This is an optimization exercise on Yosys and OpenROAD, whose aim is small area, not a production implementation.
Function was checked by simulation only, so behaviour that the tests miss may differ from the original.
No driver is modelled on the clock port, so clocking that relies on it looks cheaper here than on a real chip.
No activity file was given, so power comes from the tool's default toggle rates.

--- flow/run.sh ---
#!/bin/bash
# synth_recipe.tcl (not shown) runs the flow's synth.tcl, then flattens the netlist and writes it again
# the make line also repeats each setting of config.mk as NAME=value (left out here)
make -C /OpenROAD-flow-scripts/flow DESIGN_CONFIG=/design/flow/config.mk WORK_HOME=/design/flow/orfs CLKGATE_MAP_FILE= SYNTH_SCRIPT=/design/flow/synth_recipe.tcl finish
--- flow/config.mk ---
export PLATFORM = sky130hd
export DESIGN_NAME = huffman_decoder
export DESIGN_NICKNAME = huffman_decoder
export VERILOG_FILES = /design/flow/design.v
export SDC_FILE = /design/flow/constraint.sdc
export NUM_CORES = 4
export LEC_CHECK = 0
export CAP_MARGIN = 20
export CORE_MARGIN = 2
export CORE_UTILIZATION = 40
export SLEW_MARGIN = 20
export SYNTH_MEMORY_MAX_BITS = 16384
--- flow/constraint.sdc ---
create_clock -name core_clock -period 20.0 [get_ports {clock}]
set_input_delay 4.0000 -clock core_clock [delete_from_list [all_inputs] [get_ports {clock}]]
set_output_delay 4.0000 -clock core_clock [all_outputs]
set_load 0.01 [all_outputs]
--- flow/design.v ---
module huffman_decoder(
    input  wire         clock,
    input  wire         reset,
    input  wire [15:0]  code_word_in,
    input  wire [4:0]   code_length_in,
    output reg  [7:0]   symbol_out,
    input  wire [7:0]   load_symbol,
    input  wire [15:0]  load_code,
    input  wire [4:0]   load_length,
    input  wire         load_valid,
    output reg          load_valid_out
);
    reg  [20:0] key_table [0:255];    
    reg  load_valid_d;
    wire load_valid_pulse = load_valid & ~load_valid_d & ~reset;
    always @(posedge clock)
        load_valid_d <= load_valid;
    always @(posedge clock or posedge reset) begin
        if (reset)
            load_valid_out <= 1'b0;
        else if (load_valid_pulse)
            load_valid_out <= 1'b1;
        else if (!load_valid)
            load_valid_out <= 1'b0;
    end
    always @(posedge clock)
        if (load_valid_pulse)
            key_table[load_symbol] <= {load_length, load_code};
    wire [20:0]  key = {code_length_in, code_word_in};
    wire [255:0] match;
    genvar g;
    generate
        for (g = 0; g < 256; g = g + 1) begin : m
            assign match[g] = (key_table[g] == key);
        end
    endgenerate
    integer i;
    always @* begin
        symbol_out = 8'd0;
        for (i = 0; i < 256; i = i + 1)
            if (match[i]) symbol_out = i[7:0];
    end
endmodule
==> run notes, run 1 <==
* Post-synth EDFFs at between 5000 and 6000
* Avg WL per Cell at around 32 µm
* Layout area overhead at 12.4%
* Routed WL at between 700000 and 800000 µm
* WP data arrival at approximately 12 ns
* CTS Hold Bufs at 0
* I/O pin count at between 60 and 70
* Count of final max-slew check failures at 0
* CP delay by family, top: compound AO/OA/AOI/OAI gates
* Final setup violation count at 0
* Most frequent cell after synthesis: edfxtp_1
* Final Cycle Share at between 70% and 80%
* Yosys top cell area share at 70.3%
* Die Ht at 760 µm
* Setup Fix Bufs, Post-CTS at 0
* Root buf cell: clkbuf_16
* DR pass1 iterations at 5
* Clock Path Buffers at 4
* Fin area at roughly 260000 µm²
* Clock power frac at 42.7%
* DR vias/cell at 5.66
* IO Port Bufs at just over 60
* Sink Count at 5357
* GRT Total Usage at between 20 and 25%
* Max cap viols at 0
* Top cells by area, synth: edfxtp_1 70%, xnor2_1 11%, xor2_1 9.6%, nand4_1 2.2%, nor4_1 2.0%
* Post-cts sizing count at 0
* Initial Util at about two fifths
* Crit path cell chain: buf_8, buf_4, buf_12, xor2_1, nor4_1, nand4_1, nor4_1, nor2_1, a311oi_1, o2111ai_1, a2111oi_2, nand2_1, o211ai_1, a31oi_1, clkdlybuf4s50_1
* Netlist Area Pre-Place at 229000 µm²
* Vias in the first global route at around 120k
* Die width at around 760 µm
* Final Hold Viols at 0
* Post-synthesis cell type count at 82
* Post-synthesis sequential area ratio at between 70% and 80%
* Slew @ Worst Pin at 1.25 ns
* Antenna violations before repair at 44
* H-tree Lvls at 6
* Crit-path max FO at 48
* LEAKAGE at 0.0798 µW
* First-pass GRT wire length at about 1000000 µm
* DRC at 0
* Routed via count at approximately 130k
* Reg clk slew, reported paths at ~0.060 ns
* Max Fclk at 0.0643 GHz
* Synth async-reset ratio at less than 1%
* Most common library cells after synthesis: 5355 x edfxtp_1, 2841 x xnor2_1, 2513 x xor2_1, 813 x nand4_1, 732 x nor4_1
* Combinational Power Share at ~6.0%
* Max stage delay on crit path at 1.22 ns
* Final ANT Viol Nets at 0
* Core Box Area at about 570000 µm²
* Rows at about 280
* Initial DRC Count at 17300
* Gpl congestion at between 0.8 and 0.9
* Unrepaired setup endpoints after global routing: no
* Clock Latency Late Sink at about 1.1 ns
* Layout Skew at between 0.04 and 0.05 ns
* Worst Hold Class: flip-flop to flip-flop
* CTS Buf Count at approximately 580
* Internal power at ~18000 µW
* Post-synth top area cell: edfxtp_1
* VDD IR max at 0.0865 mV
* CP Capture Type: output port
* Cell mode on critical path: nor4_1
* Final Critical Period at ~16 ns
* CP Class: input pin to output port
* Die area at about 580000 µm²
* Worst EP required at around 16 ns
* Fin nets at ~15000
* Cells after Synth at 14100
* # fillers at 49400
* Pwr dens at approximately 94 nW/µm²
* Post-Place Worst Slack at approximately 4.6 ns
* Syn Area/Cell at ~16 µm²
* Finished Core Util at 45.1%
* Setup ws final at 4.44 ns
* Reg power frac at about half
* Worst Path Buf+Inv at 4
* CTS tree: yes
* Global route overflow at 0
* Synthesis Warnings at 1
* Headroom to the max-slew limit at roughly 17%
* Startpoint Class: input pin
* Ys flop type: edfxtp_1
* Seq cells post-synth at roughly 5400
* Post-Syn Nets at roughly 14000
* Placement Cell Area at 239000 µm²
* Switching pwr at 5620 µW
* Setup TNS at 0 ns
* Status: timing/DRC/antenna clean
* CP max-delay cell: a2111oi_2
* Largest net degree at the start of global routing at around 110
* Proportion of layout cells with a drive suffix above 1 at 9.92%
* Switching part of the total at a little under a quarter
* Detailed Place HPWL at 371000 µm
path summary, 6_finish.rpt:
kind / startpoint / endpoint / slack (ns) / cells past startpoint
setup reg to reg: load_valid_d / key_table[12][5] / 16.10 / 5
hold reg to reg: load_valid_out / load_valid_out / 0.48 / 1
hold / removal: load_valid_out / load_valid_out / 0.48 / 1
setup / recovery: code_length_in[3] / symbol_out[2] / 4.44 / 15
max in group asynchronous: reset / load_valid_out / 16.78 / 2
min in group asynchronous: reset / load_valid_out / 3.13 / 2
kinds of logic after synthesis:
logic type | Yosys count | synth area share, %
flops | 5357 | 70.3
xor+xnor | 5355 | 20.5
simple gates | 2501 | 6.23
buf+inv | 671 | 2.26
compound gates | 210 | 0.680
placed cells by master, fill, tap and decap left out, types with 128 or more instances in the layout:
cell type / Yosys / layout
nor4_1: 732 / 724
clkbuf_1: 43 / 128
xnor2_1: 2841 / 2841
nand3_1: 188 / 179
clkbuf_16: 0 / 584
buf_4: 342 / 416
nor2_1: 350 / 219
xor2_1: 2513 / 2513
clkinv_1: 0 / 131
nor3_1: 155 / 154
edfxtp_1: 5355 / 5355
nand4_1: 813 / 813
state kept, by name, indices dropped and copies added, names as in the netlist:
register and count:
key_table 5355, load_valid_out 1, load_valid_d 1
power by group through the flow:
| stage | combinational, µW | sequential, µW | clock (µW) |
|---|---|---|---|
| final | 1440 | 12400 | 10300 |
| after global placement | 1430 | 12600 | 0 |
| after CTS | 1440 | 12400 | 10400 |
| after global routing | 1490 | 12400 | 10800 |
| after detailed placement | 1430 | 12600 | 0 |
| after floorplan | 746 | 12600 | 0 |
per-stage QoR:
stage,cells,hold slack (ns),power (µW)
after global routing,22600,0.511,24700
after detailed placement,21500,0.473,14000
after floorplan,14100,0.518,13300
after CTS,22500,0.487,24200
final,22600,0.481,24100
after global placement,21500,0.463,14000
layer usage:
metal / up-vias / part of all wire, % / track usage (%)
met3: 1029 / 8.2 / 2.91
met1: 67700 / 42 / 35.0
met4: 2 / 2.8 / 6.16
met2: 6363 / 47 / 39.7
met5: - / 0.0011 / 0
li1: 52700 / - / -
cell type report:
| cell class | count | area (µm²) | share of cell area [%] |
|---|---|---|---|
| antenna | 22 | 55.1 | 0.0214 |
| clock buffer | 712 | 15100 | 5.87 |
| clock inverter | 315 | 2840 | 1.11 |
| inverter | 32 | 120 | 0.0467 |
| multi-input combinational | 8066 | 63500 | 24.7 |
| sequential | 5357 | 161000 | 62.6 |
| tap | 7533 | 9430 | 3.67 |
| timing repair buffer | 543 | 5140 | 2.00 |
==> run 2: changes to the inputs <==
==> flow/design.v (replaced) <==
module huffman_decoder(
    input  wire         clock,
    input  wire         reset,
    input  wire [15:0]  code_word_in,
    input  wire [4:0]   code_length_in,
    output reg  [7:0]   symbol_out,
    input  wire [7:0]   load_symbol,
    input  wire [15:0]  load_code,
    input  wire [4:0]   load_length,
    input  wire         load_valid,
    output reg          load_valid_out
);
    reg  load_valid_d;
    wire load_valid_pulse = load_valid & ~load_valid_d & ~reset;
    always @(posedge clock)
        load_valid_d <= load_valid;
    always @(posedge clock or posedge reset) begin
        if (reset)
            load_valid_out <= 1'b0;
        else if (load_valid_pulse)
            load_valid_out <= 1'b1;
        else if (!load_valid)
            load_valid_out <= 1'b0;
    end
    reg phase;
    always @(posedge clock or posedge reset) begin
        if (reset)
            phase <= 1'b0;
        else
            phase <= ~phase;
    end
    reg         pend_clr, pend_wr;
    reg  [7:0]  pend_idx;
    reg  [20:0] pend_key;
    always @(posedge clock) begin
        pend_clr <= load_valid_pulse;
        pend_wr  <= pend_clr;
        if (load_valid_pulse) begin
            pend_idx <= load_symbol;
            pend_key <= {load_length, load_code};
        end
    end
    wire        pend_act = pend_clr | pend_wr;
    wire [20:0] col = pend_wr ? (pend_key ^ {21{phase}}) : {21{1'b1}};
    wire [20:0]  key = {code_length_in, code_word_in};
    wire [20:0]  kp, kpn;
    huffman_key_phase u_key_phase (.key(key), .phase(phase), .kp(kp), .kpn(kpn));
    wire [255:0] match;
    assign match[0] = 1'b0;
    genvar g;
    generate
        for (g = 1; g < 256; g = g + 1) begin : e
            reg  [20:0] q;
            wire        wr = pend_act & (pend_idx == g);
            wire [20:0] d  = ~((col & {21{wr}}) | q);
            always @(posedge clock)
                q <= d;
            huffman_row_match u_match (.q(q), .qn(d), .kp(kp), .kpn(kpn),
                                       .mask(wr), .match(match[g]));
        end
    endgenerate
    wire [255:0] any_l [0:8];
    wire [7:0]   idx_l [0:8][0:255];
    assign any_l[0] = match;
    genvar l, n;
    generate
        for (n = 0; n < 256; n = n + 1) begin : lv0
            assign idx_l[0][n] = 8'd0;
        end
        for (l = 1; l <= 8; l = l + 1) begin : lv
            for (n = 0; n < (256 >> l); n = n + 1) begin : nd
                wire hi = any_l[l-1][2*n+1];
                assign any_l[l][n] = hi | any_l[l-1][2*n];
                assign idx_l[l][n] = hi ? (idx_l[l-1][2*n+1] | (8'd1 << (l-1)))
                                        : idx_l[l-1][2*n];
            end
            for (n = (256 >> l); n < 256; n = n + 1) begin : pad
                assign any_l[l][n] = 1'b0;
                assign idx_l[l][n] = 8'd0;
            end
        end
    endgenerate
    wire [7:0] main_idx = idx_l[8][0];
    wire pend_match = pend_act & (pend_key == key);
    always @* begin
        if (pend_match && pend_idx >= main_idx)
            symbol_out = pend_idx;
        else
            symbol_out = main_idx;
    end
endmodule
module huffman_key_phase(
    input  wire [20:0] key,
    input  wire        phase,
    output wire [20:0] kp,
    output wire [20:0] kpn
);
    assign kp  = key ^ {21{phase}};
    assign kpn = ~kp;
endmodule
module huffman_row_match(
    input  wire [20:0] q,
    input  wire [20:0] qn,
    input  wire [20:0] kp,
    input  wire [20:0] kpn,
    input  wire        mask,
    output wire        match
);
    wire [20:0] eq = ~((q | kp) & (qn | kpn));
    assign match = (&eq) & ~mask;
endmodule
--- a/flow/config.mk
+++ b/flow/config.mk
@@ -7,6 +7,9 @@
 export LEC_CHECK = 0
 export CAP_MARGIN = 20
 export CORE_MARGIN = 2
-export CORE_UTILIZATION = 40
+export CORE_UTILIZATION = 60
+export CTS_BUF_LIST = sky130_fd_sc_hd__clkbuf_4 sky130_fd_sc_hd__clkbuf_8
+export CTS_CLUSTER_SIZE = 30
 export SLEW_MARGIN = 20
+export SYNTH_HIERARCHICAL = 1
 export SYNTH_MEMORY_MAX_BITS = 16384
==> run notes, run 2 <==
* Worst EP required at 16.00 ns
* Seq cells post-synth at around 5400
* IO Port Bufs at approximately 60
* Die area at 327000 µm²
* Max Fclk at around 0.051 GHz
* First-pass GRT wire length at ~1200000 µm
* Root buf cell: clkbuf_8
* Count of final max-slew check failures at 0
* Yosys top cell area share at between 50% and 60%
* Placement Cell Area at about 200000 µm²
* Post-cts sizing count at 0
* Largest net degree at the start of global routing at ~110
* Gpl congestion at 0.926
* Max cap viols at 0
* Pwr dens at between 100 and 150 nW/µm²
* CP Capture Type: output port
* Global route overflow at 0
* Synthesis Warnings at 7
* Top Registers: e.q x5355, pend_key x21, pend_idx x8
* Vias in the first global route at between 150k and 200k
* Most frequent cell after synthesis: a21oi_1
* R2r endpoint: e[69].q[6]
* Top cells by area, synth: dfxtp_1 55%, o22ai_1 16%, a21oi_1 14%, nand4_1 4.2%, clkbuf_1 2.1%
* DR vias/cell at 7.64
* Proportion of layout cells with a drive suffix above 1 at between 10% and 20%
* I/O pin count at between 60 and 70
* Commonest non-fill, non-tap cell in the layout: a21oi_1
* CTS Buf Count at just over 800
* Final Critical Period at about 20 ns
* Post-synthesis cell type count at 75
* R2r worst-path depth at 7
* Post-synth EDFFs at 29
* Finished Core Util at approximately two thirds
* Crit-path max FO at 45
* Startpoint Class: input pin
* Worst Hold Class: flip-flop to flip-flop
* Post-synth top area cell: dfxtp_1
* DR pass1 iterations at 7
* VDD IR max at 0.0852 mV
* Worst R2R Setup Slack at around 15 ns
* Final ANT Viol Nets at 0
* Setup TNS at 0 ns
* WP data arrival at roughly 16 ns
* CTS tree: yes
* Netlist Area Pre-Place at 193000 µm²
* Slew @ Worst Pin at 1.30 ns
* Final setup violation count at 0
* Worst Setup SP: code_length_in[1]
* Rows at ~210
* Detailed Place HPWL at roughly 450000 µm
* Final Cycle Share at a little under 100%
* Cells after Synth at ~20000
* Antenna violations before repair at 37
* Post-Syn Nets at between 20000 and 25000
* Placed Cells incl. Taps at between 20000 and 25000
* Synth async-reset ratio at 0.0371%
* Final Hold Viols at 0
* Clock Path Buffers at 4
* Clock Latency Late Sink at ~1.4 ns
* Largest Register: e.q
* Layout Skew at just over 0.08 ns
* Fin area at 220000 µm²
* GRT Total Usage at 48.5%
* Core Box Area at between 300000 and 400000 µm²
* Status: timing/DRC/antenna clean
* Crit Reg-Reg Startpoint: phase
* Layout area overhead at 13.9%
* Max reg flops at about 5400
* Non-Filler Instances at 25400
* CP Class: input pin to output port
* Avg WL per Cell at about 33 µm
* Fin nets at around 20000
* Sink Count at about 5400
* Die Ht at around 570 µm
* Reg clk slew, reported paths at about 0.060 ns
* Headroom to the max-slew limit at between 10 and 15%
* DRC at 0
* Post-synthesis sequential area ratio at approximately 56%
* Commonest cells after routing, fill and taps aside: 5413 x a21oi_1, 5357 x dfxtp_1, 4846 x o22ai_1
* CTS Hold Bufs at 0
* End point of the critical path: symbol_out[6]
* H-tree Lvls at 6
* Setup Fix Bufs, Post-CTS at 0
* Die width at 572 µm
* # fillers at 25400
* Syn Area/Cell at between 9 and 10 µm²
* Unrepaired setup endpoints after global routing: no
* Routed via count at about 190k
* Ys flop type: dfxtp_1
* Routed WL at approximately 830000 µm
* Most common library cells after synthesis: 5413 x a21oi_1, 5358 x dfxtp_1, 4846 x o22ai_1, 1286 x nand4_1, 1105 x clkbuf_1
* Initial DRC Count at around 28000
* Initial Util at between 60% and 70%
* LEAKAGE at approximately 0.085 µW
==> run 2: cell types whose count changed after synthesis, moves of 261 or more <==
cell,previous run,this run
buf_4,342,0
nor4_1,732,57
xnor2_1,2841,42
a21oi_1,28,5413
edfxtp_1,5355,29
or4_1,3,264
clkbuf_1,43,1105
nand4_1,813,1286
xor2_1,2513,42
dfxtp_1,1,5358
o22ai_1,1,4846
==> run 2: where the power goes <==
group	total (µW)	switching (µW)	internal, µW
Sequential	11000	93.4	10900
Clock	9670	4380	5290
Combinational	1630	1190	437
Total	22300	5660	16700
==> run 2: worst min-delay path by stage <==
stage	from	endpoint	slack [ns]	cells after the start
floorplan	pend_clr	pend_wr	0.35	0
global placement	pend_clr	pend_wr	0.37	0
detailed placement	pend_clr	pend_wr	0.37	0
CTS	pend_clr	pend_wr	0.38	0
global route	pend_clr	pend_wr	0.39	0
finish	pend_clr	pend_wr	0.39	0
==> run 2: logic make-up after synthesis <==
logic type / synth area share [%]
AO/OA/AOI/OAI: 33.0
XOR/XNOR: 0.380
adder cells (fa/ha/maj): 0.0518
buffers and inverters: 2.36
flip-flops: 55.9
multiplexers: 0.0323
AND/OR/NAND/NOR: 8.24
==> run 2: per-layer routing <==
metal  wire length, µm  vias to the layer above  part of all wire, %  GRT usage [%]
li1                  -                    81800                    -              -
met1            303000                    92300                   36           62.3
met2            340000                    15800                   41           70.2
met3            124000                     4109                   15           14.8
met4             65800                       32                  7.9           32.1
met5               204                        -                0.024         0.0735
==> run 2: modules after synthesis (local to each module, per instance) <==
| module | flops+latches | cell area, µm² |
|---|---|---|
| huffman_key_phase | 0 | 449 |
| huffman_decoder | 5389 | 144000 |
| huffman_row_match | 0 | 191 |
==> run 2: cell type report <==
cell class / instances / area [µm²] / share of cell area (%)
Antenna cell: 35 / 87.6 / 0.0398
Timing Repair Buffer: 753 / 7100 / 3.23
Clock buffer: 1351 / 16700 / 7.57
Sequential cell: 5389 / 108000 / 49.1
Clock inverter: 97 / 704 / 0.320
Multi-Input combinational cell: 13400 / 81900 / 37.2
Inverter: 54 / 203 / 0.0920
Tap cell: 4305 / 5390 / 2.45
==> run 2: per-stage QoR <==
step / total power [µW] / worst slack [ns] / hold slack, ns
6_report: 22300 / 0.424 / 0.392
5_1_grt: 22800 / 1.01 / 0.392
4_1_cts: 22200 / 1.75 / 0.375
3_5_place_dp: 12800 / 1.79 / 0.366
3_3_place_gp: 12800 / 1.85 / 0.367
2_1_floorplan: 12200 / 2.34 / 0.351
==> run 2: worst max-delay path: stages <==
cell	delay, ns
clkdlybuf4s50_1	0.89
xnor2_4	0.87
buf_4	0.70
o22ai_1	0.18
nand4_1	0.17
or4_1	0.14
nor4_2	0.06
nor4_1	0.84
nand4_1	0.64
nor3_1	1.18
nor2b_1	0.63
o31ai_1	1.03
o21ai_1	0.26
ha_1	0.28
or4_1	0.75
o2111ai_1	0.96
a211oi_4	0.27
mux2i_1	0.96
clkdlybuf4s50_1	0.71
==> run 3: changes to the inputs <==
--- a/flow/config.mk
+++ b/flow/config.mk
@@ -7,9 +7,7 @@
 export LEC_CHECK = 0
 export CAP_MARGIN = 20
 export CORE_MARGIN = 2
-export CORE_UTILIZATION = 60
-export CTS_BUF_LIST = sky130_fd_sc_hd__clkbuf_4 sky130_fd_sc_hd__clkbuf_8
-export CTS_CLUSTER_SIZE = 30
+export CORE_UTILIZATION = 40
 export SLEW_MARGIN = 20
 export SYNTH_HIERARCHICAL = 1
 export SYNTH_MEMORY_MAX_BITS = 16384
==> run notes, run 3 <==
* Most frequent cell after synthesis: a21oi_1
* CTS tree: yes
* Top cells by area, synth: dfxtp_1 55%, o22ai_1 16%, a21oi_1 14%, nand4_1 4.2%, clkbuf_1 2.1%
* Core Box Area at between 400000 and 500000 µm²
* DR pass1 iterations at 10
* Met1 usage in global routing at between 40% and 50%
* Most common library cells after synthesis: 5413 x a21oi_1, 5358 x dfxtp_1, 4846 x o22ai_1, 1286 x nand4_1, 1105 x clkbuf_1
* Die width at ~700 µm
* Max Fclk at between 0.05 and 0.06 GHz
* Hold path startpoint: pend_clr
* R2r worst-path depth at 7
* Reg clk slew, reported paths at 0.06 ns
* Die area at approximately 500000 µm²
* Final Critical Period at ~19 ns
* Vias in the first global route at 176000
* Max reg flops at around 5400
* Avg WL per Cell at between 30 and 40 µm
* First-pass GRT wire length at roughly 1200000 µm
* Top Registers: e.q x5355, pend_key x21, pend_idx x8
* Reg area at about 110000 µm²
* CTS Buf Count at 558
* Layout Skew at between 0.04 and 0.05 ns
* Headroom to the max-slew limit at 8.56%
* CP Capture Type: output port
* Commonest non-fill, non-tap cell in the layout: a21oi_1
* R2r endpoint: e[244].q[6]
* Pwr dens at between 100 and 150 nW/µm²
* WP data arrival at 14.93 ns
* Final Hold Viols at 0
* Gpl congestion at 0.966
* Syn Area/Cell at 9.67 µm²
* Ys flop type: dfxtp_1
* Met2 Use GR at 50.0%
* Detailed Place HPWL at ~500000 µm
* Non-Filler Instances at roughly 27000
* GRT Total Usage at between 30% and 40%
* Synthesis Warnings at 7
* LEAKAGE at 0.0860 µW
* DRC at 0
* VDD IR max at about 0.10 mV
* Worst R2R Setup Slack at roughly 15 ns
* Post-synthesis cell type count at 75
* Clock Latency Late Sink at about 1.1 ns
* Proportion of layout cells with a drive suffix above 1 at between 10% and 20%
* Netlist Area Pre-Place at approximately 190000 µm²
* Seq cells post-synth at roughly 5400
* Post-synth EDFFs at 29
* Switching part of the total at roughly a quarter
* Worst Hold End: pend_wr
* Worst Hold Class: flip-flop to flip-flop
* Routed via count at 192000
* IO Port Bufs at 61
* Largest net degree at the start of global routing at slightly below 90
* Post-synth top area cell: dfxtp_1
* Antenna violations before repair at slightly above 50
* Final ANT Viol Nets at 0
* Post-synthesis sequential area ratio at around 56%
* Yosys top cell area share at between 50 and 60%
* Combinational Power Share at under 10%
* Setup Fix Bufs, Post-CTS at 0
* Worst Setup SP: code_word_in[12]
* Synth async-reset ratio at less than 1%
* Most Crowded Layer GR: met2
* Largest Register: e.q
* Initial DRC Count at ~27000
* Fin nets at ~20000
* Clock power frac at about 46%
* Routed WL at 883000 µm
* Crit-path max FO at 40
* Global route overflow at 0
* Hold path cells at 0
* Cells after Synth at about 20000
* CTS Hold Bufs at 0
* GRT met3 Usage at under 10%
* Layout area overhead at 16.6%
* Die Ht at approximately 700 µm
* Reg power frac at approximately 47%
* Final setup violation count at 0
* Final Cycle Share at between 90% and 100%
* Post-cts sizing count at 0
* Placed Cells incl. Taps at ~26000
* Worst EP required at between 15 and 20 ns
* Initial Util at ~40%
* Startpoint Class: input pin
* Commonest cells after routing, fill and taps aside: 5413 x a21oi_1, 5357 x dfxtp_1, 4846 x o22ai_1
* Sink Count at 5389
* Unrepaired setup endpoints after global routing: no
* CP Class: input pin to output port
* I/O pin count at 62
* Slew @ Worst Pin at roughly 1.4 ns
* Post-Syn Nets at around 20000
* Status: timing/DRC/antenna clean
* Max cap viols at 0
* # fillers at about 45000
* Setup TNS at 0 ns
* Multi-input logic area at 81900 µm²
* Internal power at 17500 µW
* Clock Path Buffers at 4
* Root buf cell: clkbuf_16
* Count of final max-slew check failures at 0
* H-tree Lvls at 6
* Switching pwr at roughly 6000 µW
* Crit Reg-Reg Startpoint: phase
* Rows at 255
* DR vias/cell at a little over 7
-- run 3: how the worst max path moves through the flow --
stage,depth (start not counted),endpoint,slack [ns]
floorplan,20,symbol_out[3],2.34
global placement,24,symbol_out[1],0.75
detailed placement,24,symbol_out[0],2.46
CTS,24,symbol_out[0],2.41
global route,24,symbol_out[0],1.45
finish,21,symbol_out[0],1.07
-- run 3: modules after synthesis (local to each module, per instance) --
module / cell area [µm²] / flops+latches / copies in the design / cells
huffman_decoder: 144000 / 5389 / 1 / 12800
huffman_row_match: 191 / 0 / 255 / 28
huffman_key_phase: 449 / 0 / 1 / 47
-- run 3: cells by family (layout without fill, tap and decap cells) --
kind of cell	after synthesis	after routing	share of synthesized area (%)
AOI/OAI and AO/OA	10900	10900	33.0
xor gates and xnor gates	84	84	0.380
adders and majority gates	8	8	0.0518
buffers and inverters	1201	1874	2.36
DFF	5389	5389	55.9
muxes	6	6	0.0323
other	0	58	0
and+or+nand+nor	2402	2402	8.24
-- run 3: per-stage QoR --
stage,util [%],worst slack [ns],power (µW),instance area [µm²],hold slack [ns]
floorplan,-,2.34,12200,194000,0.351
global placement,42.8,0.750,12800,206000,0.372
detailed placement,42.9,2.46,12800,206000,0.364
CTS,46.8,2.41,23400,225000,0.377
global route,46.8,1.45,24000,225000,0.384
finish,46.8,1.07,23500,226000,0.388
-- run 3: critical path: stages --
cell             delay (ns)
clkdlybuf4s50_1        0.76
xor2_4                 1.12
buf_12                 0.47
buf_4                  0.57
o22ai_1                0.18
nand4_1                0.12
or4_1                  0.13
nor4_2                 0.07
nor4_1                 0.98
nand4_1                0.74
nor2_1                 0.97
a31oi_1                0.62
o32ai_1                1.18
buf_4                  0.31
ha_1                   0.12
nor2b_1                0.13
o21ai_0                0.12
a211oi_2               0.95
nor3_1                 0.12
a21oi_1                0.53
clkdlybuf4s50_1        0.66
-- run 3: metal layers --
metal,routed length (µm),share of wire [%]
met4,59900,6.8
met2,368000,42
met5,833,0.094
met1,333000,38
met3,121000,14
-- run 3: final cells by class --
type	count	area share, %
well taps	6425	3.56
flip-flops and latches	5389	48.0
inverters	54	0.0899
multi-input cells	13400	36.3
repair buffers	821	3.63
diodes	58	0.0644
clock inverters	195	1.16
clock buffers	804	7.21
-- run 3: power by group through the flow --
stage	Sequential (µW)	Combinational, µW	Clock (µW)
after floorplan	11200	994	0
after global placement	11200	1570	0
after detailed placement	11200	1580	0
after CTS	11000	1590	10800
after global routing	11000	1690	11300
final	11000	1680	10800
==> run 4: changes to the inputs <==
==> flow/flow/run.sh (new file) <==
#!/bin/bash
# Layout flow: the standard flow (standard.sh, unchanged synthesis),
# with its own clock tree: no dummy loads, small sink clusters driven by
# clkbuf_4 leaf buffers under a clkbuf_16 tree, and after CTS the leaf
# buffers whose flip-flops see a high clock slew are upsized
# (flow/clk_upsize.tcl, run as ORFS's POST_CTS_TCL hook).
# make's full output goes to flow_make.log in the work folder; each ORFS
# step keeps its own log under orfs/logs/.
set -euo pipefail
cd "$(dirname "$0")/.."
WORK=$(pwd)
CTS="-sink_clustering_enable -repair_clock_nets -dont_use_dummy_load"
CTS="$CTS -sink_buffer_max_cap_derate 0.2 -sink_clustering_size 24 -sink_clustering_max_diameter 30"
CTS="$CTS -sink_clustering_buffer sky130_fd_sc_hd__clkbuf_4"
CTS="$CTS -root_buf sky130_fd_sc_hd__clkbuf_16 -buf_list sky130_fd_sc_hd__clkbuf_16"
bash standard.sh "CTS_ARGS=$CTS" "POST_CTS_TCL=$WORK/flow/clk_upsize.tcl" finish > "$WORK/flow_make.log" 2>&1
==> flow/flow/clk_upsize.tcl (new file) <==
# After clock tree synthesis: upsize the leaf clock buffers whose flip-flop
# clock pins see a slew above the target, then legalize the placement.
estimate_parasitics -placement
set clk_sizes {sky130_fd_sc_hd__clkbuf_4 sky130_fd_sc_hd__clkbuf_8 sky130_fd_sc_hd__clkbuf_16}
set clk_slew_target 0.085
for {set iter 0} {$iter < 3} {incr iter} {
  set todo [dict create]
  foreach p [get_pins -hierarchical */CLK] {
    if {[get_property $p slew_max] > $clk_slew_target} {
      foreach d [get_pins -of_objects [get_nets -of_objects $p] -filter "direction==output"] {
        dict set todo [get_full_name [get_cells -of_objects $d]] 1
      }
    }
  }
  set n 0
  foreach i [dict keys $todo] {
    set c [get_cells $i]
    set k [lsearch $clk_sizes [get_property $c ref_name]]
    if {$k >= 0 && $k < [llength $clk_sizes] - 1} {
      replace_cell $c [lindex $clk_sizes [expr {$k + 1}]]
      incr n
    }
  }
  puts "clk_upsize: iteration $iter upsized $n clock buffers"
  if {$n == 0} break
  estimate_parasitics -placement
}
detailed_placement
==> flow/standard.sh (new file) <==
#!/bin/bash
# synth_recipe.tcl (not shown) runs the flow's synth.tcl, then flattens the netlist and writes it again
# the make line also repeats each setting of config.mk as NAME=value (left out here)
make -C /OpenROAD-flow-scripts/flow DESIGN_CONFIG=/design/flow/config.mk WORK_HOME=/design/flow/orfs CLKGATE_MAP_FILE= SYNTH_SCRIPT=/design/flow/synth_recipe.tcl "${@:-finish}"
--- a/flow/config.mk
+++ b/flow/config.mk
@@ -7,7 +7,7 @@
 export LEC_CHECK = 0
 export CAP_MARGIN = 20
 export CORE_MARGIN = 2
-export CORE_UTILIZATION = 40
+export CORE_UTILIZATION = 60
 export SLEW_MARGIN = 20
 export SYNTH_HIERARCHICAL = 1
 export SYNTH_MEMORY_MAX_BITS = 16384
removed: flow/run.sh
==> run notes, run 4 <==
* GRT Total Usage at between 40% and 50%
* Switching pwr at 5110 µW
* Initial Util at roughly three fifths
* Most common library cells after synthesis: 5413 x a21oi_1, 5358 x dfxtp_1, 4846 x o22ai_1, 1286 x nand4_1, 1105 x clkbuf_1
* Mux share of post-synthesis cell area at less than 1%
* Reg clk slew, reported paths at 0.06 ns
* Final Critical Period at 19.38 ns
* Syn Area/Cell at roughly 9.7 µm²
* Worst Hold Class: flip-flop to flip-flop
* CP Class: input pin to output port
* Max cap viols at 0
* Count of final max-slew check failures at 0
* Met3 WL at roughly 120000 µm
* Final Hold Viols at 0
* Ys flop type: dfxtp_1
* Switching part of the total at a little over a quarter
* CTS tree: yes
* Top Registers: e.q x5355, pend_key x21, pend_idx x8
* Clock Latency Late Sink at 1.07 ns
* Top routing layer in use: met5
* Clock power frac at 34.7%
* Max stage delay on crit path at 1.18 ns
* Main combinational cell family by area after synthesis: compound AO/OA/AOI/OAI gates
* IO Port Bufs at 61
* DRC at 0
* Worst Path Buf+Inv at 3
* Post-synthesis cell type count at 75
* Post-synthesis compound-gate area fraction at between 30% and 40%
* Slew @ Worst Pin at roughly 1.3 ns
* Status: timing/DRC/antenna clean
* Sink Count at about 5400
* Synthesis Warnings at 7
* Unrepaired setup endpoints after global routing: no
* Synth async-reset ratio at less than 1%
* Post-synth EDFFs at 29
* CP delay by family, top: simple AND/OR/NAND/NOR gates
* Final hold slack at 0.406 ns
* Most frequent cell after synthesis: a21oi_1
* Placed Cells incl. Taps at 23900
* Avg WL per Cell at about 33 µm
* Max reg flops at 5355
* Max Fclk at 0.0516 GHz
* Final setup violation count at 0
* Proportion of layout cells with a drive suffix above 1 at 10.9%
* Commonest cells after routing, fill and taps aside: 5413 x a21oi_1, 5357 x dfxtp_1, 4846 x o22ai_1
* WP data arrival at between 15 and 20 ns
* Detailed Place HPWL at 453000 µm
* Layout area overhead at 9.54%
* Routed WL at ~830000 µm
* VDD IR max at 0.101 mV
* Layout Skew at 0.0530 ns
* Core Box Area at approximately 320000 µm²
* Die area at 327000 µm²
* Crit path cell chain: clkdlybuf4s50_1, xnor2_4, buf_4, o22ai_1, nand4_1, or4_1, nor4_2, nor4_1, nand4_1, nor3_1, nor2b_1, o31ai_1, o21ai_1, ha_1, o21a_1, nor3_2, nor4_1, nand3_1, a211oi_4, nor3_1, a21oi_1, clkdlybuf4s50_1
* Post-synthesis adder-cell area fraction at less than 1%
* Metal-1 WL at 300000 µm
* Global route overflow at 0
* Non-Filler Instances at ~25000
* Vias in the first global route at roughly 180k
* Final ANT Viol Nets at 0
* Commonest non-fill, non-tap cell in the layout: a21oi_1
* Antenna violations before repair at 30
* Largest Register: e.q
* Die Ht at ~570 µm
* Netlist Area Pre-Place at 193000 µm²
* DR pass1 iterations at 9
* Internal power at approximately 14000 µW
* Rows at 208
* Pwr dens at approximately 91 nW/µm²
* Simple-Gate Fraction of Synth Area at between 8 and 9%
* CP Capture Type: output port
* Initial DRC Count at roughly 27000
* Fin nets at 20500
* First-pass GRT wire length at ~1200000 µm
* Synth Area in XOR/XNOR at less than 1%
* Met2 routed WL at between 300000 and 400000 µm
* Routed via count at slightly below 200k
* DR vias/cell at 7.79
* Final Cycle Share at between 90% and 100%
* Reg power frac at roughly 57%
* I/O pin count at 62
* Gpl congestion at approximately 0.93
* Die width at between 500 and 600 µm
* Cells after Synth at about 20000
* Post-Syn Nets at ~20000
* CP max-delay cell: nor3_1
* Combinational Power Share at approximately 8.4%
* Headroom to the max-slew limit at between 10% and 20%
* Setup TNS at 0 ns
* Top cells by area, synth: dfxtp_1 55%, o22ai_1 16%, a21oi_1 14%, nand4_1 4.2%, clkbuf_1 2.1%
* Seq cells post-synth at 5389
* Yosys top cell area share at a little under three fifths
* Worst EP required at between 15 and 20 ns
* Startpoint Class: input pin
* Post-synth top area cell: dfxtp_1
* Crit-path max FO at 45
* Largest net degree at the start of global routing at roughly 110
* LEAKAGE at between 0.08 and 0.09 µW
* Post-synthesis sequential area ratio at between 50% and 60%
## run 4: cell counts after synthesis
Identical to the previous run, type by type.
## run 4: metrics by stage
step	cell area [µm²]	util [%]	total power, µW	worst slack (ns)
after floorplan	194000	-	12200	2.34
after global placement	203000	63.2	12800	1.85
after detailed placement	203000	63.2	12800	1.79
after global routing	212000	66.0	19800	1.19
final	212000	66.0	19400	0.615
## run 4: final timing paths
path	from	end	slack, ns	cells after the start
worst min register to register	pend_clr	pend_wr	0.41	0
max in group asynchronous	reset	phase	16.60	2
worst max-delay path	code_length_in[1]	symbol_out[0]	0.62	22
min in group asynchronous	reset	phase	3.20	2
worst max register to register	phase	e[1].q[6]	14.90	7
worst min-delay path	pend_clr	pend_wr	0.41	0
## run 4: layer usage
| layer | vias to the layer above | GRT usage (%) |
|---|---|---|
| met4 | 43 | 31.6 |
| met5 | - | 0.441 |
| li1 | 81500 | - |
| met2 | 15800 | 70.2 |
| met1 | 91900 | 62.0 |
| met3 | 4010 | 14.5 |
## run 4: power groups by stage
stage	registers [µW]	logic, µW	clock network (µW)
global placement	11200	1510	0
floorplan	11200	994	0
finish	11000	1630	6720
detailed placement	11200	1520	0
global route	11000	1630	7140
## run 4: cell families (layout without fill, tap and decap cells)
logic type      Yosys count  after routing
compound gates        10900          10900
flops                  5389           5389
simple gates           2402           2402
buf+inv                1201           1692
xor+xnor                 84             84
fa+ha+maj                 8              8
mux                       6              6
other cells               0             24
## run 4: final cells by class
class	instances	area [µm²]
clock buffers	885	9030
fillers	26400	109000
inverters	54	203
well taps	4305	5390
multi-input cells	13400	81900
flip-flops and latches	5389	108000
diodes	24	60.1
repair buffers	753	7100
## run 4: Yosys stat by module, one instance, submodules excluded
module             flip-flops and latches  copies in the design  cells
huffman_row_match                       0                   255     28
huffman_key_phase                       0                     1     47
huffman_decoder                      5389                     1  12800

afterwards: timing with drivers on the ports:
The flow's constraints put no driver on any port. The routed layouts listed below were extracted and timed again, unchanged, in two steps. Step 1 (the two cells are an assumption about what drives the block):
set clk [get_ports {clock}]
set_driving_cell -lib_cell sky130_fd_sc_hd__clkbuf_16 $clk
set_driving_cell -lib_cell sky130_fd_sc_hd__buf_2 [delete_from_list [all_inputs] $clk]
Step 2 adds t to the input delays and takes it off the output delays; t is the mean of the earliest and latest rising clock arrival at the registers after step 1. Input paths then give back, and output paths get back, about the clock's delay inside the block. a / b / c = ideal / step 1 / step 2; a / b = the first two.
| run | t (ns) | setup slack, ns | hold WS [ns] | worst data-port slew with drivers (ns) | cell pins on the clock port's net |
|---|---|---|---|---|---|
| run 1 | 1.183 | 4.438 / 4.387 / 4.387 | 0.481 / 0.481 / 0.481 | 0.15 | 1 |
| run 2 | 1.442 | 0.424 / 0.399 / 0.399 | 0.392 / 0.392 / 0.392 | 0.11 | 1 |
| run 3 | 1.237 | 1.067 / 1.037 / 1.037 | 0.388 / 0.388 / 0.388 | 0.24 | 1 |
| run 4 | 1.171 | 0.615 / 0.591 / 0.591 | 0.406 / 0.406 / 0.406 | 0.11 | 1 |
After both steps setup and hold are still met in every run listed. The setup slack of run 1, which loses most, moves by -0.051 ns with the drivers and by -0.051 ns with both steps.
